Context: an optimization exercise on an open-source flow, tuned for small area, a short achievable clock period and few clock cycles per item. The choices shown serve that exercise and are no tape-out recipe. RTL that was checked went through simulation tests only; none was proved equivalent to the original. Only the layout flow was run in runs 2 to 4; the RTL was not checked for function there.

===== design/flow/config.mk =====
export PLATFORM = sky130hd
export DESIGN_NAME = kitten_fabric_tile
export DESIGN_NICKNAME = kitten_fabric_tile
export VERILOG_FILES = /design/flow/design.v
export SDC_FILE = /design/flow/constraint.sdc
export NUM_CORES = 4
export LEC_CHECK = 0
export CAP_MARGIN = 40
export CORE_MARGIN = 2
export CORE_UTILIZATION = 40
export SLEW_MARGIN = 60

===== design/flow/constraint.sdc =====
create_clock -name core_clock -period 14.0 [get_ports {clk}]
set_input_delay 2.8000 -clock core_clock [delete_from_list [all_inputs] [get_ports {clk}]]
set_output_delay 2.8000 -clock core_clock [all_outputs]
set_load 0.01 [all_outputs]

===== design/flow/design.v =====
`timescale 1ns / 1ps
`default_nettype none
module booth_csa (
    input  wire [7:0]  NEG,
    input  wire [7:0]  ONE,
    input  wire [7:0]  TWO,
    input  wire [16:0] B,
    output wire [32:0] S,
    output wire [32:0] C
);
    wire [17:0] bx  = {B[16], B};
    wire [17:0] bx2 = {B, 1'b0};
    wire [17:0] pp0r = (({18{ONE[0]}} & bx) | ({18{TWO[0]}} & bx2)) ^ {18{NEG[0]}};
    wire [17:0] pp0 = {~pp0r[17], pp0r[16:0]};
    wire [17:0] pp1r = (({18{ONE[1]}} & bx) | ({18{TWO[1]}} & bx2)) ^ {18{NEG[1]}};
    wire [17:0] pp1 = {~pp1r[17], pp1r[16:0]};
    wire [17:0] pp2r = (({18{ONE[2]}} & bx) | ({18{TWO[2]}} & bx2)) ^ {18{NEG[2]}};
    wire [17:0] pp2 = {~pp2r[17], pp2r[16:0]};
    wire [17:0] pp3r = (({18{ONE[3]}} & bx) | ({18{TWO[3]}} & bx2)) ^ {18{NEG[3]}};
    wire [17:0] pp3 = {~pp3r[17], pp3r[16:0]};
    wire [17:0] pp4r = (({18{ONE[4]}} & bx) | ({18{TWO[4]}} & bx2)) ^ {18{NEG[4]}};
    wire [17:0] pp4 = {~pp4r[17], pp4r[16:0]};
    wire [17:0] pp5r = (({18{ONE[5]}} & bx) | ({18{TWO[5]}} & bx2)) ^ {18{NEG[5]}};
    wire [17:0] pp5 = {~pp5r[17], pp5r[16:0]};
    wire [17:0] pp6r = (({18{ONE[6]}} & bx) | ({18{TWO[6]}} & bx2)) ^ {18{NEG[6]}};
    wire [17:0] pp6 = {~pp6r[17], pp6r[16:0]};
    wire [17:0] pp7r = (({18{ONE[7]}} & bx) | ({18{TWO[7]}} & bx2)) ^ {18{NEG[7]}};
    wire [17:0] pp7 = {~pp7r[17], pp7r[16:0]};
    wire hs0 = pp0[10] ^ pp1[8];
    wire hc0 = pp0[10] & pp1[8];
    wire hs1 = pp0[11] ^ pp1[9];
    wire hc1 = pp0[11] & pp1[9];
    wire fs0 = pp0[12] ^ pp1[10] ^ pp2[8];
    wire fc0 = (pp0[12] & pp1[10]) | (pp0[12] & pp2[8]) | (pp1[10] & pp2[8]);
    wire hs2 = pp3[6] ^ pp4[4];
    wire hc2 = pp3[6] & pp4[4];
    wire fs1 = pp0[13] ^ pp1[11] ^ pp2[9];
    wire fc1 = (pp0[13] & pp1[11]) | (pp0[13] & pp2[9]) | (pp1[11] & pp2[9]);
    wire hs3 = pp3[7] ^ pp4[5];
    wire hc3 = pp3[7] & pp4[5];
    wire fs2 = pp0[14] ^ pp1[12] ^ pp2[10];
    wire fc2 = (pp0[14] & pp1[12]) | (pp0[14] & pp2[10]) | (pp1[12] & pp2[10]);
    wire fs3 = pp3[8] ^ pp4[6] ^ pp5[4];
    wire fc3 = (pp3[8] & pp4[6]) | (pp3[8] & pp5[4]) | (pp4[6] & pp5[4]);
    wire hs4 = pp6[2] ^ pp7[0];
    wire hc4 = pp6[2] & pp7[0];
    wire fs4 = pp0[15] ^ pp1[13] ^ pp2[11];
    wire fc4 = (pp0[15] & pp1[13]) | (pp0[15] & pp2[11]) | (pp1[13] & pp2[11]);
    wire fs5 = pp3[9] ^ pp4[7] ^ pp5[5];
    wire fc5 = (pp3[9] & pp4[7]) | (pp3[9] & pp5[5]) | (pp4[7] & pp5[5]);
    wire hs5 = pp6[3] ^ pp7[1];
    wire hc5 = pp6[3] & pp7[1];
    wire fs6 = pp0[16] ^ pp1[14] ^ pp2[12];
    wire fc6 = (pp0[16] & pp1[14]) | (pp0[16] & pp2[12]) | (pp1[14] & pp2[12]);
    wire fs7 = pp3[10] ^ pp4[8] ^ pp5[6];
    wire fc7 = (pp3[10] & pp4[8]) | (pp3[10] & pp5[6]) | (pp4[8] & pp5[6]);
    wire hs6 = pp6[4] ^ pp7[2];
    wire hc6 = pp6[4] & pp7[2];
    wire fs8 = pp0[17] ^ pp1[15] ^ pp2[13];
    wire fc8 = (pp0[17] & pp1[15]) | (pp0[17] & pp2[13]) | (pp1[15] & pp2[13]);
    wire fs9 = pp3[11] ^ pp4[9] ^ pp5[7];
    wire fc9 = (pp3[11] & pp4[9]) | (pp3[11] & pp5[7]) | (pp4[9] & pp5[7]);
    wire hs7 = pp6[5] ^ pp7[3];
    wire hc7 = pp6[5] & pp7[3];
    wire fs10 = pp1[16] ^ pp2[14] ^ pp3[12];
    wire fc10 = (pp1[16] & pp2[14]) | (pp1[16] & pp3[12]) | (pp2[14] & pp3[12]);
    wire fs11 = pp4[10] ^ pp5[8] ^ pp6[6];
    wire fc11 = (pp4[10] & pp5[8]) | (pp4[10] & pp6[6]) | (pp5[8] & pp6[6]);
    wire fs12 = pp1[17] ^ pp2[15] ^ pp3[13];
    wire fc12 = (pp1[17] & pp2[15]) | (pp1[17] & pp3[13]) | (pp2[15] & pp3[13]);
    wire hs8 = pp4[11] ^ pp5[9];
    wire hc8 = pp4[11] & pp5[9];
    wire fs13 = pp2[16] ^ pp3[14] ^ pp4[12];
    wire fc13 = (pp2[16] & pp3[14]) | (pp2[16] & pp4[12]) | (pp3[14] & pp4[12]);
    wire hs9 = pp2[17] ^ pp3[15];
    wire hc9 = pp2[17] & pp3[15];
    wire hs10 = pp0[6] ^ pp1[4];
    wire hc10 = pp0[6] & pp1[4];
    wire hs11 = pp0[7] ^ pp1[5];
    wire hc11 = pp0[7] & pp1[5];
    wire fs14 = pp0[8] ^ pp1[6] ^ pp2[4];
    wire fc14 = (pp0[8] & pp1[6]) | (pp0[8] & pp2[4]) | (pp1[6] & pp2[4]);
    wire hs12 = pp3[2] ^ pp4[0];
    wire hc12 = pp3[2] & pp4[0];
    wire fs15 = pp0[9] ^ pp1[7] ^ pp2[5];
    wire fc15 = (pp0[9] & pp1[7]) | (pp0[9] & pp2[5]) | (pp1[7] & pp2[5]);
    wire hs13 = pp3[3] ^ pp4[1];
    wire hc13 = pp3[3] & pp4[1];
    wire fs16 = pp2[6] ^ pp3[4] ^ pp4[2];
    wire fc16 = (pp2[6] & pp3[4]) | (pp2[6] & pp4[2]) | (pp3[4] & pp4[2]);
    wire fs17 = pp5[0] ^ NEG[5] ^ hs0;
    wire fc17 = (pp5[0] & NEG[5]) | (pp5[0] & hs0) | (NEG[5] & hs0);
    wire fs18 = pp2[7] ^ pp3[5] ^ pp4[3];
    wire fc18 = (pp2[7] & pp3[5]) | (pp2[7] & pp4[3]) | (pp3[5] & pp4[3]);
    wire fs19 = pp5[1] ^ hs1 ^ hc0;
    wire fc19 = (pp5[1] & hs1) | (pp5[1] & hc0) | (hs1 & hc0);
    wire fs20 = pp5[2] ^ pp6[0] ^ NEG[6];
    wire fc20 = (pp5[2] & pp6[0]) | (pp5[2] & NEG[6]) | (pp6[0] & NEG[6]);
    wire fs21 = fs0 ^ hs2 ^ hc1;
    wire fc21 = (fs0 & hs2) | (fs0 & hc1) | (hs2 & hc1);
    wire fs22 = pp5[3] ^ pp6[1] ^ fs1;
    wire fc22 = (pp5[3] & pp6[1]) | (pp5[3] & fs1) | (pp6[1] & fs1);
    wire fs23 = hs3 ^ fc0 ^ hc2;
    wire fc23 = (hs3 & fc0) | (hs3 & hc2) | (fc0 & hc2);
    wire fs24 = NEG[7] ^ fs2 ^ fs3;
    wire fc24 = (NEG[7] & fs2) | (NEG[7] & fs3) | (fs2 & fs3);
    wire fs25 = hs4 ^ fc1 ^ hc3;
    wire fc25 = (hs4 & fc1) | (hs4 & hc3) | (fc1 & hc3);
    wire fs26 = fs4 ^ fs5 ^ hs5;
    wire fc26 = (fs4 & fs5) | (fs4 & hs5) | (fs5 & hs5);
    wire fs27 = fc2 ^ fc3 ^ hc4;
    wire fc27 = (fc2 & fc3) | (fc2 & hc4) | (fc3 & hc4);
    wire fs28 = fs6 ^ fs7 ^ hs6;
    wire fc28 = (fs6 & fs7) | (fs6 & hs6) | (fs7 & hs6);
    wire fs29 = fc4 ^ fc5 ^ hc5;
    wire fc29 = (fc4 & fc5) | (fc4 & hc5) | (fc5 & hc5);
    wire fs30 = fs8 ^ fs9 ^ hs7;
    wire fc30 = (fs8 & fs9) | (fs8 & hs7) | (fs9 & hs7);
    wire fs31 = fc6 ^ fc7 ^ hc6;
    wire fc31 = (fc6 & fc7) | (fc6 & hc6) | (fc7 & hc6);
    wire fs32 = pp7[4] ^ fs10 ^ fs11;
    wire fc32 = (pp7[4] & fs10) | (pp7[4] & fs11) | (fs10 & fs11);
    wire fs33 = fc8 ^ fc9 ^ hc7;
    wire fc33 = (fc8 & fc9) | (fc8 & hc7) | (fc9 & hc7);
    wire fs34 = pp6[7] ^ pp7[5] ^ fs12;
    wire fc34 = (pp6[7] & pp7[5]) | (pp6[7] & fs12) | (pp7[5] & fs12);
    wire fs35 = hs8 ^ fc10 ^ fc11;
    wire fc35 = (hs8 & fc10) | (hs8 & fc11) | (fc10 & fc11);
    wire fs36 = pp5[10] ^ pp6[8] ^ pp7[6];
    wire fc36 = (pp5[10] & pp6[8]) | (pp5[10] & pp7[6]) | (pp6[8] & pp7[6]);
    wire fs37 = fs13 ^ fc12 ^ hc8;
    wire fc37 = (fs13 & fc12) | (fs13 & hc8) | (fc12 & hc8);
    wire fs38 = pp4[13] ^ pp5[11] ^ pp6[9];
    wire fc38 = (pp4[13] & pp5[11]) | (pp4[13] & pp6[9]) | (pp5[11] & pp6[9]);
    wire fs39 = pp7[7] ^ hs9 ^ fc13;
    wire fc39 = (pp7[7] & hs9) | (pp7[7] & fc13) | (hs9 & fc13);
    wire fs40 = pp3[16] ^ pp4[14] ^ pp5[12];
    wire fc40 = (pp3[16] & pp4[14]) | (pp3[16] & pp5[12]) | (pp4[14] & pp5[12]);
    wire fs41 = pp6[10] ^ pp7[8] ^ hc9;
    wire fc41 = (pp6[10] & pp7[8]) | (pp6[10] & hc9) | (pp7[8] & hc9);
    wire fs42 = pp3[17] ^ pp4[15] ^ pp5[13];
    wire fc42 = (pp3[17] & pp4[15]) | (pp3[17] & pp5[13]) | (pp4[15] & pp5[13]);
    wire hs14 = pp6[11] ^ pp7[9];
    wire hc14 = pp6[11] & pp7[9];
    wire fs43 = pp4[16] ^ pp5[14] ^ pp6[12];
    wire fc43 = (pp4[16] & pp5[14]) | (pp4[16] & pp6[12]) | (pp5[14] & pp6[12]);
    wire hs15 = pp4[17] ^ pp5[15];
    wire hc15 = pp4[17] & pp5[15];
    wire hs16 = pp0[4] ^ pp1[2];
    wire hc16 = pp0[4] & pp1[2];
    wire hs17 = pp0[5] ^ pp1[3];
    wire hc17 = pp0[5] & pp1[3];
    wire fs44 = pp2[2] ^ pp3[0] ^ NEG[3];
    wire fc44 = (pp2[2] & pp3[0]) | (pp2[2] & NEG[3]) | (pp3[0] & NEG[3]);
    wire fs45 = pp2[3] ^ pp3[1] ^ hs11;
    wire fc45 = (pp2[3] & pp3[1]) | (pp2[3] & hs11) | (pp3[1] & hs11);
    wire fs46 = NEG[4] ^ fs14 ^ hs12;
    wire fc46 = (NEG[4] & fs14) | (NEG[4] & hs12) | (fs14 & hs12);
    wire fs47 = fs15 ^ hs13 ^ fc14;
    wire fc47 = (fs15 & hs13) | (fs15 & fc14) | (hs13 & fc14);
    wire fs48 = fs16 ^ fs17 ^ fc15;
    wire fc48 = (fs16 & fs17) | (fs16 & fc15) | (fs17 & fc15);
    wire fs49 = fs18 ^ fs19 ^ fc16;
    wire fc49 = (fs18 & fs19) | (fs18 & fc16) | (fs19 & fc16);
    wire fs50 = fs20 ^ fs21 ^ fc18;
    wire fc50 = (fs20 & fs21) | (fs20 & fc18) | (fs21 & fc18);
    wire fs51 = fs22 ^ fs23 ^ fc20;
    wire fc51 = (fs22 & fs23) | (fs22 & fc20) | (fs23 & fc20);
    wire fs52 = fs24 ^ fs25 ^ fc22;
    wire fc52 = (fs24 & fs25) | (fs24 & fc22) | (fs25 & fc22);
    wire fs53 = fs26 ^ fs27 ^ fc24;
    wire fc53 = (fs26 & fs27) | (fs26 & fc24) | (fs27 & fc24);
    wire fs54 = fs28 ^ fs29 ^ fc26;
    wire fc54 = (fs28 & fs29) | (fs28 & fc26) | (fs29 & fc26);
    wire fs55 = fs30 ^ fs31 ^ fc28;
    wire fc55 = (fs30 & fs31) | (fs30 & fc28) | (fs31 & fc28);
    wire fs56 = fs32 ^ fs33 ^ fc30;
    wire fc56 = (fs32 & fs33) | (fs32 & fc30) | (fs33 & fc30);
    wire fs57 = fs34 ^ fs35 ^ fc32;
    wire fc57 = (fs34 & fs35) | (fs34 & fc32) | (fs35 & fc32);
    wire fs58 = fs36 ^ fs37 ^ fc34;
    wire fc58 = (fs36 & fs37) | (fs36 & fc34) | (fs37 & fc34);
    wire fs59 = fs38 ^ fs39 ^ fc36;
    wire fc59 = (fs38 & fs39) | (fs38 & fc36) | (fs39 & fc36);
    wire fs60 = fs40 ^ fs41 ^ fc38;
    wire fc60 = (fs40 & fs41) | (fs40 & fc38) | (fs41 & fc38);
    wire fs61 = fs42 ^ hs14 ^ fc40;
    wire fc61 = (fs42 & hs14) | (fs42 & fc40) | (hs14 & fc40);
    wire fs62 = pp7[10] ^ fs43 ^ fc42;
    wire fc62 = (pp7[10] & fs43) | (pp7[10] & fc42) | (fs43 & fc42);
    wire fs63 = pp6[13] ^ pp7[11] ^ hs15;
    wire fc63 = (pp6[13] & pp7[11]) | (pp6[13] & hs15) | (pp7[11] & hs15);
    wire fs64 = pp5[16] ^ pp6[14] ^ pp7[12];
    wire fc64 = (pp5[16] & pp6[14]) | (pp5[16] & pp7[12]) | (pp6[14] & pp7[12]);
    wire hs18 = pp5[17] ^ pp6[15];
    wire hc18 = pp5[17] & pp6[15];
    wire hs19 = pp0[2] ^ pp1[0];
    wire hc19 = pp0[2] & pp1[0];
    wire hs20 = pp0[3] ^ pp1[1];
    wire hc20 = pp0[3] & pp1[1];
    wire fs65 = pp2[0] ^ NEG[2] ^ hs16;
    wire fc65 = (pp2[0] & NEG[2]) | (pp2[0] & hs16) | (NEG[2] & hs16);
    wire fs66 = pp2[1] ^ hs17 ^ hc16;
    wire fc66 = (pp2[1] & hs17) | (pp2[1] & hc16) | (hs17 & hc16);
    wire fs67 = hs10 ^ fs44 ^ hc17;
    wire fc67 = (hs10 & fs44) | (hs10 & hc17) | (fs44 & hc17);
    wire fs68 = hc10 ^ fs45 ^ fc44;
    wire fc68 = (hc10 & fs45) | (hc10 & fc44) | (fs45 & fc44);
    wire fs69 = hc11 ^ fs46 ^ fc45;
    wire fc69 = (hc11 & fs46) | (hc11 & fc45) | (fs46 & fc45);
    wire fs70 = hc12 ^ fs47 ^ fc46;
    wire fc70 = (hc12 & fs47) | (hc12 & fc46) | (fs47 & fc46);
    wire fs71 = hc13 ^ fs48 ^ fc47;
    wire fc71 = (hc13 & fs48) | (hc13 & fc47) | (fs48 & fc47);
    wire fs72 = fc17 ^ fs49 ^ fc48;
    wire fc72 = (fc17 & fs49) | (fc17 & fc48) | (fs49 & fc48);
    wire fs73 = fc19 ^ fs50 ^ fc49;
    wire fc73 = (fc19 & fs50) | (fc19 & fc49) | (fs50 & fc49);
    wire fs74 = fc21 ^ fs51 ^ fc50;
    wire fc74 = (fc21 & fs51) | (fc21 & fc50) | (fs51 & fc50);
    wire fs75 = fc23 ^ fs52 ^ fc51;
    wire fc75 = (fc23 & fs52) | (fc23 & fc51) | (fs52 & fc51);
    wire fs76 = fc25 ^ fs53 ^ fc52;
    wire fc76 = (fc25 & fs53) | (fc25 & fc52) | (fs53 & fc52);
    wire fs77 = fc27 ^ fs54 ^ fc53;
    wire fc77 = (fc27 & fs54) | (fc27 & fc53) | (fs54 & fc53);
    wire fs78 = fc29 ^ fs55 ^ fc54;
    wire fc78 = (fc29 & fs55) | (fc29 & fc54) | (fs55 & fc54);
    wire fs79 = fc31 ^ fs56 ^ fc55;
    wire fc79 = (fc31 & fs56) | (fc31 & fc55) | (fs56 & fc55);
    wire fs80 = fc33 ^ fs57 ^ fc56;
    wire fc80 = (fc33 & fs57) | (fc33 & fc56) | (fs57 & fc56);
    wire fs81 = fc35 ^ fs58 ^ fc57;
    wire fc81 = (fc35 & fs58) | (fc35 & fc57) | (fs58 & fc57);
    wire fs82 = fc37 ^ fs59 ^ fc58;
    wire fc82 = (fc37 & fs59) | (fc37 & fc58) | (fs59 & fc58);
    wire fs83 = fc39 ^ fs60 ^ fc59;
    wire fc83 = (fc39 & fs60) | (fc39 & fc59) | (fs60 & fc59);
    wire fs84 = fc41 ^ fs61 ^ fc60;
    wire fc84 = (fc41 & fs61) | (fc41 & fc60) | (fs61 & fc60);
    wire fs85 = hc14 ^ fs62 ^ fc61;
    wire fc85 = (hc14 & fs62) | (hc14 & fc61) | (fs62 & fc61);
    wire fs86 = fc43 ^ fs63 ^ fc62;
    wire fc86 = (fc43 & fs63) | (fc43 & fc62) | (fs63 & fc62);
    wire fs87 = hc15 ^ fs64 ^ fc63;
    wire fc87 = (hc15 & fs64) | (hc15 & fc63) | (fs64 & fc63);
    wire fs88 = pp7[13] ^ hs18 ^ fc64;
    wire fc88 = (pp7[13] & hs18) | (pp7[13] & fc64) | (hs18 & fc64);
    wire fs89 = pp6[16] ^ pp7[14] ^ hc18;
    wire fc89 = (pp6[16] & pp7[14]) | (pp6[16] & hc18) | (pp7[14] & hc18);
    wire hs21 = pp6[17] ^ pp7[15];
    wire hc21 = pp6[17] & pp7[15];
    assign S = {1'b0, pp7[17], pp7[16], hs21, fs89, fs88, fs87, fs86, fs85, fs84, fs83, fs82, fs81, fs80, fs79, fs78, fs77, fs76, fs75, fs74, fs73, fs72, fs71, fs70, fs69, fs68, fs67, fs66, fs65, hs20, NEG[1], pp0[1], pp0[0]};
    assign C = {1'b0, 1'b0, hc21, fc89, fc88, fc87, fc86, fc85, fc84, fc83, fc82, fc81, fc80, fc79, fc78, fc77, fc76, fc75, fc74, fc73, fc72, fc71, fc70, fc69, fc68, fc67, fc66, fc65, hc20, hc19, hs19, 1'b0, NEG[0]};
endmodule
`default_nettype wire
`timescale 1ns / 1ps
`default_nettype none
module kitten_fabric_tile #(
    parameter N_PRE       = 4096,
    parameter N_POST      = 4096,
    parameter ADDRW_PRE   = 13,
    parameter ADDRW_CSR   = 18,
    parameter ADDRW_POST  = 12,
    parameter PACK_WIDTH  = 8,
    parameter BRAM_DELAY  = 1
) (
    input  wire                  clk,
    input  wire                  rst,
    input  wire                  i_step_start,
    input  wire                  i_proj_done,
    output wire                  o_step_done,
    input  wire                  i_pre_spike_valid,
    input  wire [15:0]           i_pre_spike_idx,
    input  wire                  i_pre_spike,
    output wire                  o_pre_spike_ready,
    output wire                  o_post_spike_valid,
    output wire [PACK_WIDTH-1:0] o_post_spike_data,
    input  wire                  i_post_spike_ready,
    output wire [ADDRW_PRE-1:0]  o_indptr_addr,
    input  wire [31:0]           i_indptr_data,
    output wire [ADDRW_CSR-1:0]  o_indices_addr,
    input  wire [31:0]           i_indices_data,
    output wire [ADDRW_CSR-1:0]  o_values_addr,
    input  wire [15:0]           i_values_q_data,
    input  wire [15:0]           i_scale_q,
    output wire [ADDRW_POST-1:0] o_I_addr,
    output wire                  o_I_we,
    output wire [31:0]           o_I_din,
    input  wire [31:0]           i_I_dout,
    output wire [ADDRW_POST-1:0] o_v_addr,
    output wire                  o_v_we,
    output wire [31:0]           o_v_din,
    input  wire [31:0]           i_v_dout,
    input  wire [15:0]           i_alpha,
    input  wire [15:0]           i_v_th
);
    localparam [1:0] T_IDLE = 2'd0;
    localparam [1:0] T_PROJ = 2'd1;
    localparam [1:0] T_POP  = 2'd2;
    localparam [1:0] T_DONE = 2'd3;
    localparam [1:0] F_IDLE = 2'd0;    
    localparam [1:0] F_P0   = 2'd1;    
    localparam [1:0] F_P1   = 2'd2;    
    localparam [1:0] F_IT   = 2'd3;    
    reg  [1:0]  st;
    reg  [1:0]  fe;
    reg         ph;
    reg         rdy;
    reg  [12:0] pa;          
    reg  [18:0] k;           
    reg  [18:0] kend;        
    reg  [2:0]  ev;          
    reg  [3:0]  sv;          
    reg  [7:0]  NEG, ONE, TWO;    
    reg  [16:0] B;           
    reg  [15:0] vh;
    reg  [32:0] S, C;        
    reg         phm, phd;    
    reg  [31:0] rd;          
    reg  [31:0] acc;
    reg  [31:0] D;           
    reg  [11:0] AD;          
    reg  [11:0] aw;          
    reg         I_we, v_we;
    reg  [8:0]  pk;          
    reg  [7:0]  ow;
    reg         owv;
    reg         pdv;         
    wire pop  = (st == T_POP);
    wire proj = (st == T_PROJ);
    assign o_step_done        = (st == T_DONE);
    assign o_pre_spike_ready  = rdy;
    assign o_post_spike_valid = owv;
    assign o_post_spike_data  = ow;
    assign o_indptr_addr      = pa;
    assign o_indices_addr     = k[17:0];
    assign o_values_addr      = k[17:0];
    assign o_I_addr           = AD;
    assign o_v_addr           = AD;
    assign o_I_we             = I_we;
    assign o_v_we             = v_we;
    assign o_I_din            = D & {32{proj}};
    assign o_v_din            = D;
    wire [18:0] k1       = k + 19'd1;
    wire        has      = (k != i_indptr_data[18:0]);           
    wire        last     = (fe == F_P1) ? (k1 == i_indptr_data[18:0]) : (k1 == kend);
    wire        issue    = ((fe == F_P1) && has && !ph) || ((fe == F_IT) && !ph);
    wire        acc_ev   = i_pre_spike_valid && rdy &&
                           (proj || ((st == T_IDLE) && i_step_start));
    wire        proj_idle = (fe == F_IDLE) && !(|ev) && !I_we;
    wire        go_pop    = proj && proj_idle && pdv;
    wire [32:0] s_n, c_n;
    booth_csa u_mul (.NEG(NEG), .ONE(ONE), .TWO(TWO), .B(B), .S(s_n), .C(c_n));
    wire [15:0] a_in = pop ? i_alpha : i_values_q_data;
    wire [16:0] a_x  = {a_in, 1'b0};
    reg  [7:0]  neg_n, one_n, two_n;
    integer q;
    always @(*) begin
        for (q = 0; q < 8; q = q + 1) begin
            neg_n[q] = a_x[2*q+2] & ~(a_x[2*q+1] & a_x[2*q]);
            one_n[q] = a_x[2*q+1] ^ a_x[2*q];
            two_n[q] = (a_x[2*q+2] & ~a_x[2*q+1] & ~a_x[2*q]) |
                       (~a_x[2*q+2] & a_x[2*q+1] & a_x[2*q]);
        end
    end
    wire [14:0] c14_t = {1'b0, S[13:0]} + {1'b0, C[13:0]};
    wire [31:0] ys    = phm ? {13'd0, S[32:14]} : {S[29:0], 2'b00};
    wire [31:0] yc    = phm ? {13'd0, C[32:14]} : {C[29:0], 2'b00};
    wire [31:0] kc    = phm ? (32'd0 - 32'd174760) : (32'd0 - (32'd21845 << 19));
    wire [31:0] xo    = phm ? rd : acc;
    wire [31:0] sum   = xo + kc + ys + yc + {31'd0, phm & c14_t[14]};
    wire [31:0] th    = {{16{kend[15]}}, kend[15:0]};
    wire [32:0] dif33 = {acc[31], acc} - {th[31], th};
    wire [31:0] dif   = dif33[31:0];
    wire        spk   = !dif33[32];
    wire [31:0] vnew  = spk ? dif : acc;
    wire        fwd   = !pop && I_we && (AD == aw);
    wire        rd_issue = !k[12] && !((k[2:0] == 3'd7) && owv);
    always @(posedge clk or posedge rst) begin
        if (rst) begin
            st   <= T_IDLE;
            fe   <= F_IDLE;
            ph   <= 1'b0;
            phm  <= 1'b0;
            phd  <= 1'b0;
            rdy  <= 1'b1;
            ev   <= 3'd0;
            sv   <= 4'd0;
            I_we <= 1'b0;
            v_we <= 1'b0;
            owv  <= 1'b0;
            pdv  <= 1'b0;
        end else begin
            pdv <= i_proj_done && !i_pre_spike_valid;
            ph  <= !ph;
            phm <= !phm;
            phd <= !phd;
            ev <= {ev[1:0], issue};
            case (st)
                T_IDLE: if (i_step_start) st <= T_PROJ;
                T_PROJ: if (go_pop) st <= T_POP;
                T_POP:  if (k[12] && !(|sv) && !v_we && !owv) st <= T_DONE;
                T_DONE: if (!i_step_start) st <= T_IDLE;
            endcase
            case (fe)
                F_P0: fe <= F_P1;
                F_P1: begin
                    if (!has) begin
                        fe  <= F_IDLE;
                        rdy <= 1'b1;
                    end else if (!ph) begin
                        if (last) begin
                            fe  <= F_IDLE;
                            rdy <= 1'b1;
                        end else begin
                            fe <= F_IT;
                        end
                    end else begin
                        fe <= F_IT;
                        if (last) rdy <= 1'b1;
                    end
                end
                F_IT: begin
                    if (!ph) begin
                        if (rdy) fe <= F_IDLE;
                    end else begin
                        if (last) rdy <= 1'b1;
                    end
                end
                default: ;
            endcase
            if (acc_ev) begin
                if (i_pre_spike) begin
                    fe  <= F_P0;
                    rdy <= 1'b0;
                end else begin
                    fe  <= F_IDLE;
                end
            end
            if (pop) begin
                if (ph) begin
                    I_we <= rd_issue;
                    v_we <= 1'b0;
                    sv   <= {sv[2:0], rd_issue};
                    if (sv[2]) begin
                        if (pk[1]) owv <= 1'b1;
                    end
                end else begin
                    I_we <= 1'b0;
                    v_we <= sv[3];
                end
            end else begin
                I_we <= ph ? ev[2] : 1'b0;
                v_we <= 1'b0;
                sv   <= 4'd0;
            end
            if (owv && i_post_spike_ready) owv <= 1'b0;
        end
    end
    always @(posedge clk) begin
        pa <= rdy ? i_pre_spike_idx[12:0] : pa + 13'd1;
        if (go_pop)
            k <= 19'd0;
        else if (pop) begin
            if (ph && rd_issue) k <= k1;
        end else if (fe == F_P0)
            k <= i_indptr_data[18:0];
        else if (fe[1] && !ph)
            k <= k1;
        if (pop)
            kend <= {3'd0, i_v_th};
        else if (fe == F_P1)
            kend <= i_indptr_data[18:0];
        if (!phd) begin
            NEG <= neg_n;
            ONE <= one_n;
            TWO <= two_n;
        end
        if (pop) B <= phd ? {1'b0, i_v_dout[15:0]} : {vh[15], vh};
        else     B <= {1'b0, i_scale_q};
        vh <= i_v_dout[31:16];
        S  <= s_n;
        C  <= c_n;
        if (pop ? phd : !phd) rd <= fwd ? D : i_I_dout;
        acc <= sum;
        if (phd) D <= pop ? vnew : sum;
        if (pop) begin
            if (ph) begin
                AD <= k[11:0];
            end else begin
                AD <= aw;
                if (sv[3]) aw <= aw + 12'd1;
            end
        end else begin
            if (ph) begin
                AD <= aw;
                aw <= AD;
            end else begin
                AD <= i_indices_data[11:0];
            end
            if (go_pop) aw <= 12'd0;
        end
        if (!pop) pk <= 9'h100;
        else if (ph && sv[2]) begin
            if (pk[1]) begin
                ow <= {spk, pk[8:2]};
                pk <= 9'h100;
            end else begin
                pk <= {spk, pk[8:1]};
            end
        end
    end
endmodule
`default_nettype wire

===== design/flow/flow/run.sh =====
#!/bin/bash
# Standard layout with plain buffers on the ports; timing repair aims
# SETUP_MARGIN ns beyond the clock period.
set -o pipefail
export BUFFER_PORTS_ARGS="-buffer_cell sky130_fd_sc_hd__buf_1"
bash standard.sh SETUP_SLACK_MARGIN=9.5 finish 2>&1 | tee standard_flow.log

===== design/flow/standard.sh =====
#!/bin/bash
# synth_recipe.tcl (not shown) runs the flow's synth.tcl, then flattens the netlist and writes it again
# the make line also repeats each setting of config.mk as NAME=value (left out here)
make -C /OpenROAD-flow-scripts/flow DESIGN_CONFIG=/design/flow/config.mk WORK_HOME=/design/flow/orfs CLKGATE_MAP_FILE= SYNTH_SCRIPT=/design/flow/synth_recipe.tcl "${@:-finish}"

==> notes.md, run 1 <==
Die Y = 250 µm
die area = 62500 µm²
Starting Density = 40.2%
status = no timing/DRC/antenna violations
final setup fails = 0
io pins = 365
syn_nets = 2948
met2 global-route usage = 34.3%
post-synth top area share = 15.4%
Critical Path Sink Type = flop
worst r2r dst = D[29]$_DFFE_PP_
wire per inst = 19.7 µm
Post-DP HPWL = 51400 µm
cell count after synthesis = 2471
first-pass GRT wire length = 106000 µm
ys async rst share = 5.85%
DR vias/cell = 5.34
CP Max Fanout = 12
share of cells above drive strength 1 = 14.8%
RSZ-0062 raised after global routing = true
final std cells w/o fill = 3514
Max Clock Freq = 217 MHz
sequential fraction of the synthesis area = 32.4%
Mapped Avg Cell Area = 9.79 µm²
Post-synth EDFFs = 124
post-synth top area cell = edfxtp_1
core box area = 60100 µm²
port buffer count = 328
M3 GR Usage = 2.66%
Slew HR = 59.4%
critical path arrival = 4.87 ns
Critical Path RT = 14.27 ns
clock buffer depth = 3
largest net degree at the start of global routing = 59
CTS sink cnt = 325
Die W = 250 µm
CP endpoint = D[29]$_DFFE_PP_
endpoints failing hold = 0
Worst-Margin Slew = 0.608 ns
fin crit share = 32.9%
CTS tree = yes
grt total ovfl = 0
gpl congestion = 0.928
Final min period = 4.60 ns
placed insts = 3412
Total GRT Usage = 21.3%
WS Path Type = reg2reg
Layout Nets = 3180
commonest non-fill, non-tap cell in the layout = buf_1
post-synthesis compound-gate area fraction = 13.1%
xor/xnor share of the synthesized area = 10.4%
Site Rows = 90
setup TNS = 0 ns
R2R depth = 15
fin. max-slew vios = 0
commonest non-fill, non-tap cells in the layout = buf_1 (293), inv_1 (181), xnor2_1 (177)
Clock Latency Late Sink = 0.56 ns
final wirelength = 69100 µm
Worst Hold Class = reg2reg
top cells by area, synth = edfxtp_1 (15%), dfxtp_1 (15%), fa_1 (10%)
Pre-antenna DRT Iters = 6
maxcap violations = 0
WHS = 0.391 ns
Max Clock Skew = 0.0111 ns
area of the mapped netlist = 24200 µm²
synthesis-stage register bit count = 325
vias in the first global route = 18.5k
distinct cell type count after synthesis = 76
drt initial violations = 1409
top_reg_cell synth = dfxtp_1
area added between synthesis and finish = 16.4%
Adder-Cell Fraction of Synth Area = 17.5%
worst reg2reg startpoint = phm$_DFF_PP0_
yosys warns = 1
H-tree depth = 2
r2r setup slk = 9.40 ns
mux cell area share after synthesis = 9.45%
Post-Synth Simple-Gate Area = 9.84%
grt met1 use = 30.3%
largest family of logic cells by synthesized area = adder cells
Root Driver = clkbuf_16
clock slew at the register clock pins of the worst setup and hold paths = 0.06 ns
ANT nets after route = 0
Setup crit start = phm$_DFF_PP0_
DR DRC count = 0
Num CTS Buffers = 39
Setup crit start kind = flop
layer with the highest usage = met2
initial antenna violation count = 1
Vias = 18.8k
[cell usage after synthesis, types with 3 or more instances]
library cell / number
a211o_1: 4
a211oi_1: 20
a21o_1: 28
a21oi_1: 118
a221o_1: 4
a221oi_1: 12
a22oi_1: 131
a31oi_1: 14
and2_1: 41
and3_1: 23
and4_1: 6
buf_1: 23
buf_2: 12
buf_4: 49
buf_6: 5
clkbuf_1: 136
dfrtp_1: 18
dfxtp_1: 182
edfxtp_1: 124
fa_1: 126
ha_1: 136
inv_1: 185
mux2_2: 91
mux2i_1: 120
nand2_1: 135
nand2b_1: 12
nand3_1: 38
nand4_1: 9
nor2_1: 120
nor2b_1: 30
nor3_1: 28
nor3b_1: 12
nor4_1: 10
o21a_1: 14
o21ai_0: 82
o21ai_1: 16
o21bai_1: 8
o221ai_1: 3
o31ai_1: 5
or2_2: 7
or3_1: 5
xnor2_1: 178
xor2_1: 108
[metal layers]
metal	part of all wire (%)	wire length [µm]	vias up
li1	-	-	8959
met1	46	31600	9110
met2	47	32500	603
met3	5.3	3640	87
met4	2.0	1370	0
met5	0	0	-
[logic make-up (layout without fill, tap and decap cells)]
kind of cell,Yosys count,count (layout)
AOI/OAI and AO/OA,486,486
and+or+nand+nor,486,486
buffers and inverters,411,671
DFF,325,325
xor gates and xnor gates,286,286
adders and majority gates,262,262
muxes,215,215
other,0,1
[sequential cells by signal, indices dropped and copies added (netlist names), 4 cells and up]
signal / flops
D: 32
S: 32
acc: 32
rd: 32
C: 30
k: 19
kend: 19
B: 17
vh: 16
pa: 13
AD: 12
aw: 12
NEG: 8
ONE: 8
TWO: 8
ow: 8
pk: 8
sv: 4
[metrics by stage]
| stage | setup WS, ns | cell area, µm² | util, % |
|---|---|---|---|
| floorplan | 9.48 | 24200 | - |
| global placement | 8.28 | 25500 | 42.4 |
| detailed placement | 8.30 | 25900 | 43.0 |
| CTS | 9.27 | 27400 | 45.6 |
| global route | 9.21 | 28200 | 46.8 |
| finish | 9.40 | 28200 | 46.8 |
[worst max-delay path: stages, from the launching register on]
cell and delay [ns]:
dfrtp_4 0.49, buf_8 0.20, mux2_2 0.41, fa_1 0.47
fa_1 0.46, ha_1 0.39, and4_2 0.30, nand3_1 0.18
nor4_4 0.29, nor3_2 0.10, a21oi_2 0.18, a31o_4 0.21
buf_4 0.12, a41oi_4 0.09, o31ai_1 0.32, a311oi_2 0.08
[what timing repair did]
item,in CTS,in global routing
cloned,1,5
endpoints found under the setup margin,77,72
pin swaps,25,32
hold buffers,0,0
setup buffers,15,9
resized for setup,42,141
[cell type report]
| cell class | instances | area, µm² |
|---|---|---|
| Antenna cell | 1 | 2.50 |
| Clock buffer | 49 | 1090 |
| Clock inverter | 20 | 171 |
| Fill cell | 5687 | 32000 |
| Inverter | 186 | 707 |
| Multi-Input combinational cell | 1735 | 15000 |
| Sequential cell | 325 | 7880 |
| Tap cell | 782 | 978 |
| Timing Repair Buffer | 416 | 2370 |
[worst min-delay path by stage]
stage / start / slack, ns / cells after the start / to
floorplan: NEG[0]$_DFFE_PN_ / 0.35 / 0 / C[0]$_DFF_P_
global placement: ev[0]$_DFF_PP0_ / 0.36 / 0 / ev[1]$_DFF_PP0_
CTS: ev[1]$_DFF_PP0_ / 0.39 / 0 / ev[2]$_DFF_PP0_
global route: ev[1]$_DFF_PP0_ / 0.40 / 0 / ev[2]$_DFF_PP0_
finish: ev[0]$_DFF_PP0_ / 0.39 / 0 / ev[1]$_DFF_PP0_
detailed placement: ev[1]$_DFF_PP0_ / 0.37 / 0 / ev[2]$_DFF_PP0_
Testbench counts, summed over its fixed seeds: cycles 330,670, steps 24.
==> inputs of run 2 (changes only) <==
--- a/design/flow/design.v
+++ b/design/flow/design.v
@@ -295,27 +295,24 @@
     input  wire [15:0]           i_alpha,
     input  wire [15:0]           i_v_th
 );
-    localparam [1:0] T_IDLE = 2'd0;
-    localparam [1:0] T_PROJ = 2'd1;
-    localparam [1:0] T_POP  = 2'd2;
-    localparam [1:0] T_DONE = 2'd3;
     localparam [1:0] F_IDLE = 2'd0;    
     localparam [1:0] F_P0   = 2'd1;    
     localparam [1:0] F_P1   = 2'd2;    
     localparam [1:0] F_IT   = 2'd3;    
-    reg  [1:0]  st;
+    reg         proj, pop, done;    
     reg  [1:0]  fe;
     reg         ph;
     reg         rdy;
     reg  [12:0] pa;          
     reg  [18:0] k;           
-    reg  [18:0] kend;        
+    reg  [15:0] th_r;        
     reg  [2:0]  ev;          
     reg  [3:0]  sv;          
     reg  [7:0]  NEG, ONE, TWO;    
     reg  [16:0] B;           
     reg  [15:0] vh;
     reg  [32:0] S, C;        
+    reg         c14;         
     reg         phm, phd;    
     reg  [31:0] rd;          
     reg  [31:0] acc;
@@ -327,9 +324,8 @@
     reg  [7:0]  ow;
     reg         owv;
     reg         pdv;         
-    wire pop  = (st == T_POP);
-    wire proj = (st == T_PROJ);
-    assign o_step_done        = (st == T_DONE);
+    wire idle = !(proj || pop || done);
+    assign o_step_done        = done;
     assign o_pre_spike_ready  = rdy;
     assign o_post_spike_valid = owv;
     assign o_post_spike_data  = ow;
@@ -344,10 +340,10 @@
     assign o_v_din            = D;
     wire [18:0] k1       = k + 19'd1;
     wire        has      = (k != i_indptr_data[18:0]);           
-    wire        last     = (fe == F_P1) ? (k1 == i_indptr_data[18:0]) : (k1 == kend);
+    wire        last     = (k1 == i_indptr_data[18:0]);
     wire        issue    = ((fe == F_P1) && has && !ph) || ((fe == F_IT) && !ph);
     wire        acc_ev   = i_pre_spike_valid && rdy &&
-                           (proj || ((st == T_IDLE) && i_step_start));
+                           (proj || (idle && i_step_start));
     wire        proj_idle = (fe == F_IDLE) && !(|ev) && !I_we;
     wire        go_pop    = proj && proj_idle && pdv;
     wire [32:0] s_n, c_n;
@@ -364,13 +360,13 @@
                        (~a_x[2*q+2] & a_x[2*q+1] & a_x[2*q]);
         end
     end
-    wire [14:0] c14_t = {1'b0, S[13:0]} + {1'b0, C[13:0]};
+    wire [14:0] c14_t = {1'b0, s_n[13:0]} + {1'b0, c_n[13:0]};
     wire [31:0] ys    = phm ? {13'd0, S[32:14]} : {S[29:0], 2'b00};
     wire [31:0] yc    = phm ? {13'd0, C[32:14]} : {C[29:0], 2'b00};
     wire [31:0] kc    = phm ? (32'd0 - 32'd174760) : (32'd0 - (32'd21845 << 19));
     wire [31:0] xo    = phm ? rd : acc;
-    wire [31:0] sum   = xo + kc + ys + yc + {31'd0, phm & c14_t[14]};
-    wire [31:0] th    = {{16{kend[15]}}, kend[15:0]};
+    wire [31:0] sum   = xo + kc + ys + yc + {31'd0, phm & c14};
+    wire [31:0] th    = {{16{th_r[15]}}, th_r};
     wire [32:0] dif33 = {acc[31], acc} - {th[31], th};
     wire [31:0] dif   = dif33[31:0];
     wire        spk   = !dif33[32];
@@ -379,7 +375,9 @@
     wire        rd_issue = !k[12] && !((k[2:0] == 3'd7) && owv);
     always @(posedge clk or posedge rst) begin
         if (rst) begin
-            st   <= T_IDLE;
+            proj <= 1'b0;
+            pop  <= 1'b0;
+            done <= 1'b0;
             fe   <= F_IDLE;
             ph   <= 1'b0;
             phm  <= 1'b0;
@@ -397,12 +395,16 @@
             phm <= !phm;
             phd <= !phd;
             ev <= {ev[1:0], issue};
-            case (st)
-                T_IDLE: if (i_step_start) st <= T_PROJ;
-                T_PROJ: if (go_pop) st <= T_POP;
-                T_POP:  if (k[12] && !(|sv) && !v_we && !owv) st <= T_DONE;
-                T_DONE: if (!i_step_start) st <= T_IDLE;
-            endcase
+            if (idle && i_step_start) proj <= 1'b1;
+            if (go_pop) begin
+                proj <= 1'b0;
+                pop  <= 1'b1;
+            end
+            if (pop && k[12] && !(|sv) && !v_we && !owv) begin
+                pop  <= 1'b0;
+                done <= 1'b1;
+            end
+            if (done && !i_step_start) done <= 1'b0;
             case (fe)
                 F_P0: fe <= F_P1;
                 F_P1: begin
@@ -459,7 +461,10 @@
         end
     end
     always @(posedge clk) begin
-        pa <= rdy ? i_pre_spike_idx[12:0] : pa + 13'd1;
+        if (rdy)
+            pa <= i_pre_spike_idx[12:0];
+        else if (fe == F_P0)
+            pa <= pa + 13'd1;
         if (go_pop)
             k <= 19'd0;
         else if (pop) begin
@@ -468,10 +473,7 @@
             k <= i_indptr_data[18:0];
         else if (fe[1] && !ph)
             k <= k1;
-        if (pop)
-            kend <= {3'd0, i_v_th};
-        else if (fe == F_P1)
-            kend <= i_indptr_data[18:0];
+        th_r <= i_v_th;
         if (!phd) begin
             NEG <= neg_n;
             ONE <= one_n;
@@ -481,6 +483,7 @@
         else     B <= {1'b0, i_scale_q};
         vh <= i_v_dout[31:16];
         S  <= s_n;
+        c14 <= c14_t[14];
         C  <= c_n;
         if (pop ? phd : !phd) rd <= fwd ? D : i_I_dout;
         acc <= sum;
==> run 2 against run 1 <==
Net effect: non-clock buffer count decreased by 20; still clean; setup slack better by 0.10 ns; flip-flop and latch count decreased by 1; global-route usage grew 0.084 points; register-to-register slack gained 0.10 ns; via count increased by 0.21%; synthesized cell count is 0.45% lower; die area shrank 2.1%; core utilization fell by 0.10 points; synthesized area fell by 2.2%.
==> notes.md, run 2 <==
Root Driver = clkbuf_16 (unchanged)
port buffer count = 328 (unchanged)
Starting Density = 40.3% (was 40.2%)
diodes inserted = 0 (was 1)
Slew HR = 63.1% (was 59.4%)
xor/xnor share of the synthesized area = 9.62% (was 10.4%)
top cells by area, synth = dfxtp_1 (15%), edfxtp_1 (15%), fa_1 (10%) (was edfxtp_1 (15%), dfxtp_1 (15%), fa_1 (10%))
WP buf/inv = 3 (was 2)
Critical Path Max Stage Delay = 0.57 ns (was 0.49 ns)
ANT nets after route = 0 (unchanged)
Max Clock Freq = 222 MHz (was 217 MHz)
CP most frequent cell = buf_4 (was fa_1)
synthesis-stage register bit count = 324 (was 325)
DR DRC count = 0 (unchanged)
setup TNS = 0 ns (unchanged)
vias in the first global route = 18.7k (was 18.5k)
CTS tree = yes (unchanged)
Post-synth EDFFs = 121 (was 124)
gpl congestion = 0.882 (was 0.928)
post-synth top area cell = dfxtp_1 (was edfxtp_1)
crit path cell chain = buf_16 -> mux2_2 -> ha_1 -> fa_1 -> ha_2 -> nand4_1 -> buf_4 -> a2111oi_4 -> o211ai_1 -> buf_4 -> a31o_4 -> o21bai_1 -> a21o_1 -> xor2_2 -> o32ai_2 (was buf_8 -> mux2_2 -> fa_1 -> fa_1 -> ha_1 -> and4_2 -> nand3_1 -> nor4_4 -> nor3_2 -> a21oi_2 -> a31o_4 -> buf_4 -> a41oi_4 -> o31ai_1 -> a311oi_2)
maxcap violations = 0 (unchanged)
Mapped Avg Cell Area = 9.62 µm² (was 9.79 µm²)
Post-Synth Simple-Gate Area = 11.4% (was 9.84%)
post-synthesis compound-gate area fraction = 14.1% (was 13.1%)
top_reg_cell synth = dfxtp_1 (unchanged)
Reg area = 7840 µm² (was 7880 µm²)
status = no timing/DRC/antenna violations (unchanged)
core box area = 58800 µm² (was 60100 µm²)
die area = 61100 µm² (was 62500 µm²)
Worst Hold Class = reg2reg (unchanged)
cell count after synthesis = 2460 (was 2471)
grt total ovfl = 0 (unchanged)
DR vias/cell = 5.39 (was 5.34)
wire per inst = 19.3 µm (was 19.7 µm)
first-pass GRT wire length = 103000 µm (was 106000 µm)
syn_nets = 2934 (was 2948)
fin. max-slew vios = 0 (unchanged)
Site Rows = 89 (was 90)
post-synth top area share = 15.5% (was 15.4%)
Pre-antenna DRT Iters = 5 (was 6)
commonest non-fill, non-tap cells in the layout = buf_1 (328), inv_1 (197), nand2_1 (172) (was buf_1 (293), inv_1 (181), xnor2_1 (177))
Die Y = 247 µm (was 250 µm)
yosys warns = 1 (unchanged)
Adder-Cell Fraction of Synth Area = 17.5% (about the same)
critical path arrival = 4.80 ns (was 4.87 ns)
largest net degree at the start of global routing = 69 (was 59)
Setup crit start kind = flop (unchanged)
area of the multi-input gates = 14600 µm² (was 15000 µm²)
area added between synthesis and finish = 16.1% (was 16.4%)
Critical Path RT = 14.30 ns (was 14.27 ns)
sequential fraction of the synthesis area = 32.9% (was 32.4%)
Num CTS Buffers = 38 (was 39)
most common cell in the netlist = inv_1 (unchanged)
hold_buf cts = 0 (unchanged)
WHS = 0.379 ns (was 0.391 ns)
Die W = 247 µm (was 250 µm)
fillcell total = 5675 (was 5687)
kind of cell adding the most delay to the critical path = adder cells (unchanged)
fin crit share = 32.1% (was 32.9%)
Critical Path Sink Type = flop (unchanged)
clock slew at the register clock pins of the worst setup and hold paths = 0.06 ns (about the same)
initial antenna violation count = 1 (unchanged)
Max Clock Skew = 0.0235 ns (was 0.0111 ns)
Worst-Margin Slew = 0.553 ns (was 0.608 ns)
Post-DP HPWL = 49600 µm (was 51400 µm)
final setup fails = 0 (unchanged)
Vias = 18.8k (about the same)
CTS sink cnt = 324 (was 325)
share of cells above drive strength 1 = 11.4% (was 14.8%)
io pins = 365 (unchanged)
r2r setup slk = 9.50 ns (was 9.40 ns)
Final min period = 4.50 ns (was 4.60 ns)
Layout Nets = 3162 (was 3180)
commonest non-fill, non-tap cell in the layout = buf_1 (unchanged)
RSZ-0062 raised after global routing = true (unchanged)
mux cell area share after synthesis = 6.99% (was 9.45%)
ys async rst share = 6.17% (was 5.85%)
clock buffer depth = 3 (unchanged)
Clock Latency Late Sink = 0.58 ns (was 0.56 ns)
drt initial violations = 1268 (was 1409)
largest family of logic cells by synthesized area = adder cells (unchanged)
endpoints failing hold = 0 (unchanged)
list of most frequent post-synthesis cells = inv_1 (204), dfxtp_1 (183), nand2_1 (177), xnor2_1 (145), ha_1 (139) (was inv_1 (185), dfxtp_1 (182), xnor2_1 (178), clkbuf_1 (136), ha_1 (136))
area of the mapped netlist = 23700 µm² (was 24200 µm²)
CP max-delay cell = dfrtp_4 (unchanged)
H-tree depth = 2 (unchanged)
Total GRT Usage = 21.4% (was 21.3%)
final wirelength = 67500 µm (was 69100 µm)
CP Max Fanout = 8 (was 12)
distinct cell type count after synthesis = 75 (was 76)
WS Path Type = reg2reg (unchanged)
run 2: cell types whose count changed in the layout (fill, tap and decap cells not counted), sizes merged, moves of 19 or more:
cell,delta
inv,+23
a21oi,-19
nand2,+42
xnor2,-33
mux2i,-31
mux2,-29
run 2: timing repair:
action | 4_1_cts | 5_1_grt
setup buffers | 8 | 10
cloned | 1 | 2
resized for setup | 25 | 70
setup endpoints to repair | 63 | 15
pin swaps | 3 | 22
run 2: path summary, 6_finish.rpt:
check | start | endpoint | cells after the start
hold / removal | ev[0]$_DFF_PP0_ | ev[1]$_DFF_PP0_ | 0
setup / recovery | phm$_DFF_PP0_ | D[31]$_DFFE_PP_ | 15
max in group asynchronous | rst | phd$_DFF_PP0_ | 2
hold reg to reg | ev[0]$_DFF_PP0_ | ev[1]$_DFF_PP0_ | 0
min in group asynchronous | rst | pop$_DFFE_PP0P_ | 2
setup reg to reg | phm$_DFF_PP0_ | D[31]$_DFFE_PP_ | 15
run 2: worst register-to-register path: stages, from the launching register on:
cell and delay [ns]:
dfrtp_4 0.57, buf_16 0.18, mux2_2 0.34, ha_1 0.35, fa_1 0.43, ha_2 0.43
nand4_1 0.18, buf_4 0.19, a2111oi_4 0.39, o211ai_1 0.16, buf_4 0.18, a31o_4 0.22
o21bai_1 0.13, a21o_1 0.17, xor2_2 0.19, o32ai_2 0.11
run 2: layout make-up:
type / count / share of cell area, %
clock inverters: 18 / 0.856
flip-flops and latches: 324 / 28.5
clock buffers: 51 / 3.98
multi-input cells: 1723 / 53.1
well taps: 773 / 3.52
inverters: 205 / 2.86
repair buffers: 396 / 7.17
run 2: kinds of logic after synthesis:
group / Yosys count
buf+inv: 413
simple gates: 549
compound gates: 500
xor+xnor: 260
flops: 324
mux: 155
fa+ha+maj: 259
run 2: layer usage:
| metal | track usage, % | wire [µm] |
|---|---|---|
| met4 | 5.44 | 1520 |
| met3 | 4.04 | 4180 |
| met2 | 38.0 | 33300 |
| met5 | 0 | 9 |
| met1 | 26.6 | 28400 |
run 2: stage by stage:
step / instance area [µm²] / cells / utilization (%) / setup slack [ns]
after floorplan: 23700 / 2460 / - / 9.55
after global placement: 25000 / 3368 / 42.6 / 8.15
after detailed placement: 25300 / 3396 / 43.1 / 8.54
after CTS: 26900 / 3474 / 45.7 / 9.50
after global routing: 27500 / 3490 / 46.7 / 9.41
final: 27500 / 3490 / 46.7 / 9.50
==> inputs of run 3 (changes only) <==
--- a/design/flow/config.mk
+++ b/design/flow/config.mk
@@ -7,5 +7,5 @@
 export LEC_CHECK = 0
 export CAP_MARGIN = 40
 export CORE_MARGIN = 2
-export CORE_UTILIZATION = 40
+export CORE_UTILIZATION = 55
 export SLEW_MARGIN = 60
==> run 3 against run 2 <==
Net effect: count of clock-buffer cells in the layout down 5; flip-flop and latch count unchanged; setup slack worse by 0.037 ns; sequential share of layout area up 0.48 points; first-iteration DRC count up 5.3%; register-to-register slack worse by 0.04 ns; clock skew down 0.0098 ns; non-clock buffer count down 8.
==> notes.md, run 3 <==
CP Max Fanout = 10 (was 8)
DR DRC count = 0 (unchanged)
hold_buf cts = 0 (unchanged)
most common cell in the netlist = inv_1 (unchanged)
final std cells w/o fill = 3258 (was 3490)
Die Y = 211 µm (was 247 µm)
Mapped Avg Cell Area = 9.62 µm² (unchanged)
Clock Latency Late Sink = 0.56 ns (was 0.58 ns)
DR vias/cell = 5.77 (was 5.39)
worst reg2reg startpoint = phm$_DFF_PP0_ (unchanged)
cell count after synthesis = 2460 (unchanged)
Critical Path RT = 14.28 ns (was 14.30 ns)
initial antenna violation count = 2 (was 1)
Starting Density = 55.3% (was 40.3%)
Max Clock Freq = 220 MHz (was 222 MHz)
Die W = 211 µm (was 247 µm)
worst hold endpoint = ev[2]$_DFF_PP0_ (was ev[1]$_DFF_PP0_)
clock buffer depth = 3 (unchanged)
Post-synth EDFFs = 121 (unchanged)
gpl congestion = 0.876 (was 0.882)
Vias = 18.8k (about the same)
CTS sink cnt = 324 (unchanged)
list of most frequent post-synthesis cells = inv_1 (204), dfxtp_1 (183), nand2_1 (177), xnor2_1 (145), ha_1 (139) (unchanged)
final wirelength = 66900 µm (was 67500 µm)
crit path cell chain = buf_6 -> clkbuf_16 -> mux2i_2 -> fa_1 -> inv_2 -> ha_4 -> inv_1 -> fa_2 -> nor2b_4 -> o31ai_4 -> a2111oi_4 -> o211ai_1 -> buf_4 -> a31o_4 -> o21bai_4 -> a21o_1 -> xor2_2 -> o32ai_2 (was buf_16 -> mux2_2 -> ha_1 -> fa_1 -> ha_2 -> nand4_1 -> buf_4 -> a2111oi_4 -> o211ai_1 -> buf_4 -> a31o_4 -> o21bai_1 -> a21o_1 -> xor2_2 -> o32ai_2)
wire per inst = 20.5 µm (was 19.3 µm)
Critical Path Sink Type = flop (unchanged)
synthesis-stage register bit count = 324 (unchanged)
sequential fraction of the synthesis area = 32.9% (unchanged)
drt initial violations = 1335 (was 1268)
clock slew at the register clock pins of the worst setup and hold paths = 0.06 ns (about the same)
port buffer count = 328 (unchanged)
top_reg_cell synth = dfxtp_1 (unchanged)
placed insts = 3167 (was 3396)
die area = 44700 µm² (was 61100 µm²)
first-pass GRT wire length = 102000 µm (was 103000 µm)
CTS tree = yes (unchanged)
post-synth top area share = 15.5% (unchanged)
Site Rows = 76 (was 89)
Root Driver = clkbuf_16 (unchanged)
distinct cell type count after synthesis = 75 (unchanged)
Slew HR = 61.2% (was 63.1%)
fillcell total = 3633 (was 5675)
fin. max-slew vios = 0 (unchanged)
post-synth top area cell = dfxtp_1 (unchanged)
largest net degree at the start of global routing = 59 (was 69)
yosys warns = 1 (unchanged)
ANT nets after route = 0 (unchanged)
area of the mapped netlist = 23700 µm² (unchanged)
endpoints failing hold = 0 (unchanged)
Setup crit start kind = flop (unchanged)
Total GRT Usage = 29.4% (was 21.4%)
Worst Hold Class = reg2reg (unchanged)
fin crit share = 32.4% (was 32.1%)
H-tree depth = 2 (unchanged)
Final min period = 4.54 ns (was 4.50 ns)
share of cells above drive strength 1 = 11.1% (was 11.4%)
top cells by area, synth = dfxtp_1 (15%), edfxtp_1 (15%), fa_1 (10%) (unchanged)
Post-DP HPWL = 50000 µm (was 49600 µm)
critical path arrival = 4.82 ns (was 4.80 ns)
WS Path Type = reg2reg (unchanged)
Worst-Margin Slew = 0.575 ns (was 0.553 ns)
status = no timing/DRC/antenna violations (unchanged)
cell count of the worst hold path = 0 (unchanged)
RSZ-0062 raised after global routing = true (unchanged)
CP max-delay cell = fa_1 (was dfrtp_4)
commonest non-fill, non-tap cell in the layout = buf_1 (unchanged)
Max Clock Skew = 0.0138 ns (was 0.0235 ns)
Num CTS Buffers = 39 (was 38)
area added between synthesis and finish = 14.1% (was 16.1%)
core box area = 42800 µm² (was 58800 µm²)
R2R depth = 18 (was 15)
Pre-antenna DRT Iters = 8 (was 5)
r2r setup slk = 9.46 ns (was 9.50 ns)
syn_nets = 2934 (unchanged)
maxcap violations = 0 (unchanged)
worst hold start = ev[1]$_DFF_PP0_ (was ev[0]$_DFF_PP0_)
ys async rst share = 6.17% (unchanged)
vias in the first global route = 18.3k (was 18.7k)
io pins = 365 (unchanged)
final setup fails = 0 (unchanged)
worst r2r dst = D[31]$_DFFE_PP_ (unchanged)
commonest non-fill, non-tap cells in the layout = buf_1 (328), inv_1 (199), nand2_1 (174) (was buf_1 (328), inv_1 (197), nand2_1 (172))
Layout Nets = 3155 (was 3162)
setup TNS = 0 ns (unchanged)
grt total ovfl = 0 (unchanged)
Critical Path Max Stage Delay = 0.55 ns (was 0.57 ns)
[run 3: changes by cell type in the layout (fill, tap and decap cells not counted), sizes merged]
cell	change
inv	+3
clkinv	+2
buf	-8
clkbuf	-5
diode	+1
clkinvlp	+2
[run 3: layout make-up]
type                    instances  area (µm²)  share of cell area, %
clock inverters                25         277                   1.02
clock buffers                  46        1050                   3.90
repair buffers                388        1850                   6.86
multi-input cells            1723       14500                   53.8
flip-flops and latches        324        7840                   29.0
diodes                          1        2.50                0.00927
inverters                     205         777                   2.88
well taps                     546         683                   2.53
[run 3: metal layers]
metal	GRT usage, %	vias up	routed length (µm)
met5	0	-	0
met4	9.08	0	1640
met3	4.52	97	4200
met2	50.0	669	32600
met1	38.5	9147	28500
li1	-	8887	-
[run 3: cells by family after synthesis]
logic type / after synthesis / share of synthesized area, %
AO/OA/AOI/OAI: 500 / 14.1
XOR/XNOR: 260 / 9.62
adder cells (fa/ha/maj): 259 / 17.5
buffers and inverters: 413 / 7.38
flip-flops: 324 / 32.9
multiplexers: 155 / 6.99
AND/OR/NAND/NOR: 549 / 11.4
[run 3: through the flow]
| step | instance area (µm²) | worst slack [ns] | hold slack [ns] | utilization (%) |
|---|---|---|---|---|
| after global placement | 24800 | 8.31 | 0.365 | 57.9 |
| after CTS | 26500 | 9.44 | 0.385 | 61.9 |
| final | 27000 | 9.46 | 0.390 | 63.1 |
| after floorplan | 23700 | 9.55 | 0.355 | - |
| after global routing | 27000 | 9.33 | 0.406 | 63.1 |
| after detailed placement | 25000 | 8.67 | 0.368 | 58.5 |
[run 3: worst max path at each step]
stage,start,endpoint,slack (ns),depth (start not counted)
3_3_place_gp,phm$_DFF_PP0_,D[31]$_DFFE_PP_,8.31,16
2_1_floorplan,i_indptr_data[3],rdy$_DFF_PP1_,9.55,8
4_1_cts,phm$_DFF_PP0_,D[31]$_DFFE_PP_,9.44,17
6_report,phm$_DFF_PP0_,D[31]$_DFFE_PP_,9.46,18
3_5_place_dp,phm$_DFF_PP0_,D[31]$_DFFE_PP_,8.67,16
5_1_grt,phm$_DFF_PP0_,D[31]$_DFFE_PP_,9.33,18
[run 3: what timing repair did]
item                                    in CTS  in global routing
gates cloned                                 0                  2
resized for setup                           15                 58
pin swaps                                    1                 14
endpoints found under the setup margin      38                 15
setup buffers                                4                 12
endpoints found under the hold margin        0                  0
[run 3: critical path: cells and delay by family (launching register included)]
family | cells | cell delay (ns)
XOR/XNOR | 1 | 0.23
adder cells (fa/ha/maj) | 3 | 1.23
multiplexers | 1 | 0.16
AND/OR/NAND/NOR | 1 | 0.15
flip-flops | 1 | 0.54
AO/OA/AOI/OAI | 7 | 1.35
buffers and inverters | 5 | 0.59
==> inputs of run 4 (changes only) <==
==> design/flow/flow/run.sh (replaced) <==
#!/bin/bash
# Standard layout with plain buffers on the ports; timing repair aims
# SETUP_MARGIN ns beyond the clock period.
set -o pipefail
export BUFFER_PORTS_ARGS="-buffer_cell sky130_fd_sc_hd__buf_1"
bash standard.sh SETUP_SLACK_MARGIN=9.9 finish 2>&1 | tee standard_flow.log
--- a/design/flow/config.mk
+++ b/design/flow/config.mk
@@ -7,5 +7,5 @@
 export LEC_CHECK = 0
 export CAP_MARGIN = 40
 export CORE_MARGIN = 2
-export CORE_UTILIZATION = 55
+export CORE_UTILIZATION = 40
 export SLEW_MARGIN = 60
==> run 4 against run 3 <==
Net effect: still clean on timing, DRC and antenna; clock skew increased by 0.0034 ns; first-iteration DRC count decreased by 9.7%; wire length increased by 3.5%; synthesized area unchanged; worst hold slack got worse by 0.010 ns; non-clock buffer count increased by 44.
==> notes.md, run 4 <==
grt met1 use = 27.6% (was 38.5%)
Site Rows = 89 (was 76)
PnR worst setup slack = 9.55 ns (was 9.46 ns)
Critical Path Sink Type = flop (unchanged)
ys async rst share = 6.17% (unchanged)
list of most frequent post-synthesis cells = inv_1 (204), dfxtp_1 (183), nand2_1 (177), xnor2_1 (145), ha_1 (139) (unchanged)
gpl congestion = 0.900 (was 0.876)
r2r setup slk = 9.55 ns (was 9.46 ns)
Setup crit start kind = flop (unchanged)
WHS = 0.379 ns (was 0.390 ns)
port buffer count = 328 (unchanged)
hold_buf cts = 0 (unchanged)
top_reg_cell synth = dfxtp_1 (unchanged)
Root Driver = clkbuf_16 (unchanged)
io pins = 365 (unchanged)
vias in the first global route = 18.9k (was 18.3k)
Clock Latency Late Sink = 0.57 ns (was 0.56 ns)
final wirelength = 69200 µm (was 66900 µm)
wire per inst = 19.6 µm (was 20.5 µm)
critical path arrival = 4.73 ns (was 4.82 ns)
Mapped Avg Cell Area = 9.62 µm² (unchanged)
Starting Density = 40.3% (was 55.3%)
CP Max Fanout = 8 (was 10)
first-pass GRT wire length = 105000 µm (was 102000 µm)
DR DRC count = 0 (unchanged)
Layout Nets = 3200 (was 3155)
cell count of the worst hold path = 0 (unchanged)
Layout Utilization = 48.2% (was 63.1%)
commonest non-fill, non-tap cells in the layout = buf_1 (312), inv_1 (190), nand2_1 (171) (was buf_1 (328), inv_1 (199), nand2_1 (174))
CTS sink cnt = 324 (unchanged)
share of cells above drive strength 1 = 16.1% (was 11.1%)
Total GRT Usage = 22.1% (was 29.4%)
distinct cell type count after synthesis = 75 (unchanged)
Slew HR = 59.9% (was 61.2%)
grt total ovfl = 0 (unchanged)
final std cells w/o fill = 3531 (was 3258)
maxcap violations = 0 (unchanged)
Die Y = 247 µm (was 211 µm)
Worst Hold Class = reg2reg (unchanged)
met2 global-route usage = 39.5% (was 50.0%)
core box area = 58800 µm² (was 42800 µm²)
status = no timing/DRC/antenna violations (unchanged)
Max Clock Skew = 0.0172 ns (was 0.0138 ns)
Worst-Margin Slew = 0.597 ns (was 0.575 ns)
Pre-antenna DRT Iters = 6 (was 8)
post-synth top area share = 15.5% (unchanged)
WS Path Type = reg2reg (unchanged)
fin. max-slew vios = 0 (unchanged)
most common cell in the netlist = inv_1 (unchanged)
die area = 61100 µm² (was 44700 µm²)
yosys warns = 1 (unchanged)
Post-DP HPWL = 49800 µm (was 50000 µm)
largest net degree at the start of global routing = 59 (unchanged)
Final min period = 4.45 ns (was 4.54 ns)
Num CTS Buffers = 40 (was 39)
setup TNS = 0 ns (unchanged)
area added between synthesis and finish = 19.7% (was 14.1%)
Die W = 247 µm (was 211 µm)
Critical Path RT = 14.27 ns (was 14.28 ns)
RSZ-0062 raised after global routing = true (unchanged)
Vias = 18.9k (was 18.8k)
top cells by area, synth = dfxtp_1 (15%), edfxtp_1 (15%), fa_1 (10%) (unchanged)
Max Clock Freq = 225 MHz (was 220 MHz)
Post-synth EDFFs = 121 (unchanged)
M3 GR Usage = 3.20% (was 4.52%)
run 4: cell counts after synthesis:
Identical to the previous run, type by type.
run 4: final timing paths:
check                             endpoint             from
setup reg to reg           D[31]$_DFFE_PP_    phm$_DFF_PP0_
setup / recovery           D[31]$_DFFE_PP_    phm$_DFF_PP0_
hold / removal             ev[1]$_DFF_PP0_  ev[0]$_DFF_PP0_
hold reg to reg            ev[1]$_DFF_PP0_  ev[0]$_DFF_PP0_
min in group asynchronous    phd$_DFF_PP0_              rst
max in group asynchronous    phm$_DFF_PP0_              rst
run 4: logic make-up (layout without fill, tap and decap cells):
logic type / after synthesis / count (layout) / synth area share, %
AOI/OAI and AO/OA: 500 / 500 / 14.1
xor gates and xnor gates: 260 / 260 / 9.62
adders and majority gates: 259 / 259 / 17.5
buffers and inverters: 413 / 711 / 7.38
DFF: 324 / 324 / 32.9
muxes: 155 / 155 / 6.99
and+or+nand+nor: 549 / 549 / 11.4
run 4: per-stage QoR:
| stage | instance area (µm²) |
|---|---|
| after floorplan | 23700 |
| after global placement | 25000 |
| after detailed placement | 25300 |
| after CTS | 27800 |
| after global routing | 28300 |
| final | 28300 |
run 4: what timing repair did:
action,in CTS,in global routing
endpoints found under the setup margin,103,59
buffers inserted,33,27
gates resized for setup,143,73
cloned,3,0
pin swaps,44,48
run 4: area by class of cell:
cell class / instances / area, µm² / share of cell area, %
multi-input combinational: 1723 / 15100 / 53.2
sequential: 324 / 7860 / 27.7
timing repair buffer: 432 / 2270 / 8.03
clock buffer: 50 / 1100 / 3.89
tap: 773 / 967 / 3.41
inverter: 205 / 786 / 2.77
clock inverter: 24 / 277 / 0.976
run 4: worst max-delay path, stage by stage (launching register included):
cell       delay (ns)
dfrtp_4          0.52
buf_8            0.16
and2_1           0.16
fa_1             0.47
ha_1             0.35
ha_4             0.15
inv_2            0.04
fa_2             0.42
nor2b_4          0.16
o31ai_4          0.09
a2111oi_4        0.41
o211ai_1         0.15
buf_4            0.17
a31o_4           0.24
o21bai_1         0.14
a21o_1           0.19
xor2_2           0.21
o32ai_2          0.13
run 4: metal layers:
layer	wire, µm	vias to the layer above
li1	-	8965
met1	28800	9150
met2	35200	690
met3	3810	108
met4	1390	4
met5	27	-

==> static timing again, ports no longer ideal <==
No port has a modelled driver above. Below, the same layouts with a new extraction and two added sets of constraints. Step 1, drivers: a clkbuf_16 drives clk and a buf_2 each remaining input, both assumed. Step 2 moves the port delays by t, midway between the first and last clock arrival at a register: inputs arrive t later, outputs are due t later. That takes back most of the time a late clock gives input paths. a / b / c = no drivers / after step 1 / after step 2; a / b = the first two.
run	t (ns)	slack for setup (ns)	worst hold slack (ns)	worst slew at a driven data input, ns	pins driven straight from the clock port
run 1	0.611	9.399 / 9.393 / 8.980	0.391 / 0.391 / 0.391	0.08	1
run 2	0.632	9.499 / 9.499 / 9.045	0.379 / 0.379 / 0.379	0.07	1
run 3	0.613	9.462 / 9.462 / 9.109	0.390 / 0.390 / 0.390	0.10	1
run 4	0.623	9.546 / 9.546 / 9.372	0.379 / 0.379 / 0.379	0.07	1
After both steps every run listed still meets setup and hold. The setup slack of run 2, which loses most, moves by 0.000 ns with the drivers and by -0.454 ns with both steps.
